From an optimization exercise on the open Yosys and OpenROAD flow, aimed at small area, a short achievable clock period and few clock cycles; shortcuts taken in it are not production practice. Function was checked by simulation only, so behaviour that the tests miss may differ from the original.

== job 101 ==
==> flow/design.v (excerpt) <==
module Encoder (clk, rst, in, start, ready, putInput, outReady, out);
Size in the first run: ~11000 cells after synthesis, ~56 I/O pins, ~99000 sq um of cells after synthesis.
Settings: LEC_CHECK=0, CAP_MARGIN=30, CORE_MARGIN=2, CORE_UTILIZATION=40, SLEW_MARGIN=30; clock period 10.0 ns.
standard.sh (not shown) runs the stock make flow with config.mk's settings and CLKGATE_MAP_FILE= SYNTH_SCRIPT=/design/flow/synth_recipe.tcl, a recipe that flattens the netlist after the stock synthesis.
==> flow/flow/run.sh <==
#!/bin/bash
set -euo pipefail
W=$(pwd)
F=$W/flow
EXTRA=()
if [[ -f $F/extra.txt ]]; then mapfile -t EXTRA < "$F/extra.txt"; fi

sed "s#^  log_cmd abc {\*}\$abc_args#  techmap -map $F/cells_map.v#" \
  "$FLOW_HOME/scripts/synth.tcl" > "$W/synth_mod.tcl"
grep -q "cells_map.v" "$W/synth_mod.tcl"
sed "s#source \$::env(SCRIPTS_DIR)/synth.tcl#source $W/synth_mod.tcl#" \
  "$W/synth_recipe.tcl" > "$W/my_synth.tcl"
grep -q "synth_mod.tcl" "$W/my_synth.tcl"
echo "exec python3 $F/fix.py \$::env(RESULTS_DIR)/1_2_yosys.v" >> "$W/my_synth.tcl"
sed "s#SYNTH_SCRIPT=[^ ]*#SYNTH_SCRIPT=$W/my_synth.tcl#" "$W/standard.sh" > "$W/my_standard.sh"
grep -q "my_synth.tcl" "$W/my_standard.sh"

bash "$W/my_standard.sh" "${EXTRA[@]}" synth > "$W/synth.log" 2>&1
bash "$W/my_standard.sh" "${EXTRA[@]}" finish > "$W/layout.log" 2>&1
test -s "$W/out/final.def"
==> flow/flow/extra.txt <==
SETUP_SLACK_MARGIN=6.5
BUFFER_PORTS_ARGS=-buffer_cell sky130_fd_sc_hd__buf_4
Other scripts of this flow, unchanged in this note and not shown: flow/flow/cells_map.v, flow/flow/fix.py
Job 101 finished end to end and its layout was clean on timing, DRC and antenna.
Testbench counts of job 101, summed over its fixed seeds: cycles 1,980.
[inputs] job 102 vs job 101
- putting CTS_CLUSTER_SIZE at 24 where nothing was set
- putting CTS_CLUSTER_DIAMETER at 80 where nothing was set
==> flow/flow/extra.txt <==
SETUP_SLACK_MARGIN=6.7
BUFFER_PORTS_ARGS=-buffer_cell sky130_fd_sc_hd__buf_4
MATCH_CELL_FOOTPRINT=0
Row non-clock buffer count: job 102 higher / job 101 lower
On job 102: share of the final layout cell area in multi-input gates is 2.1 points higher than what job 101 gave.
Sort job 101 and job 102 by post-detailed-route wirelength per cell desc -> top: job 102
Summary of the comparison: final worst-path cycle share is lower in job 102, relative to job 101.


== run A ==
Encoder again, from the RTL that the note above started with.
export LEC_CHECK = 0
export CAP_MARGIN = 40
export CORE_MARGIN = 2
export CORE_UTILIZATION = 40
export SLEW_MARGIN = 40
create_clock -name core_clock -period 10.0 [get_ports {clk}]
==> flow/flow/extra.txt <==
SETUP_SLACK_MARGIN=6.5
BUFFER_PORTS_ARGS=-buffer_cell sky130_fd_sc_hd__buf_4
MATCH_CELL_FOOTPRINT=0
Scripts as last shown in full above: flow/flow/run.sh
Other scripts of this flow, unchanged in this note and not shown: flow/flow/cells_map.v, flow/flow/fix.py
Testbench counts of run A, summed over its fixed seeds: cycles 1,980.
--- input diff run A..run B ---
Settings: SLEW_MARGIN now 30, was 40; CAP_MARGIN now 30, was 40.
==> flow/flow/extra.txt <==
BUFFER_PORTS_ARGS=-buffer_cell sky130_fd_sc_hd__buf_4
Findings:
Run B completed; timing, DRC and antenna clean
STATUS sum of routed wire length over all layers: run B wins against run A
Compared run A against run B; estimated wirelength of the detail-placed design within noise.
Run A → run B: count of non-CTS buffers in the layout shrank by about 3%.
Modified inputs, run C compared to run B
Settings: CTS_CLUSTER_SIZE: unset -> 24; CTS_CLUSTER_DIAMETER: unset -> 80.
--- a/flow/flow/extra.txt
+++ b/flow/flow/extra.txt
@@ -0,0 +1 @@
+SETUP_SLACK_MARGIN=6.5
@@ -1,0 +3 @@
+MATCH_CELL_FOOTPRINT=0
--- outcome ---
In the flow results for run B and run C, the area added between synthesis and finish is larger on run B.
Global-route usage was higher in run B than in run C.
Changes observed in run C relative to run B: count of plain and timing-repair buffers in the layout went up 0.80%, buffer share of cell area held.
| design area | run B vs run C | ≈ equal |
The maximum level of the CTS H-tree in run C sits 1 below the value recorded for run B.
Setup WNS run B -> run C: better

-- separate check: timing with driven ports --
The flow's constraints put no driver on any port. The routed layouts listed below were extracted and timed again, unchanged, in two steps.
Step 1, drivers: a clkbuf_16 drives clk and a buf_2 each remaining input, both assumed.
Step 2 adds t to the input delays and takes it off the output delays; t is the mean of the earliest and latest rising clock arrival at the registers after step 1. Input paths then give back, and output paths get back, about the clock's delay inside the block.
Slacks: no drivers / after step 1 / after step 2; pairs: no drivers / after step 1.
run | t, ns | slack for setup (ns) | latest minus earliest clock arrival (ns) | worst data-port slew with drivers (ns) | pins driven straight from the clock port
job 101 | 0.997 | 6.243 / 6.243 / 6.243 | 0.060 / 0.060 | 0.03 | 1
job 102 | 0.948 | 6.360 / 6.360 / 6.360 | 0.072 / 0.073 | 0.03 | 1
run A | 1.009 | 6.123 / 6.123 / 6.123 | 0.050 / 0.050 | 0.03 | 1
run B | 0.992 | 5.279 / 5.279 / 5.279 | 0.057 / 0.057 | 0.03 | 1
run C | 0.940 | 6.157 / 6.157 / 6.157 | 0.065 / 0.065 | 0.03 | 1
After both steps every run listed still meets setup and hold.
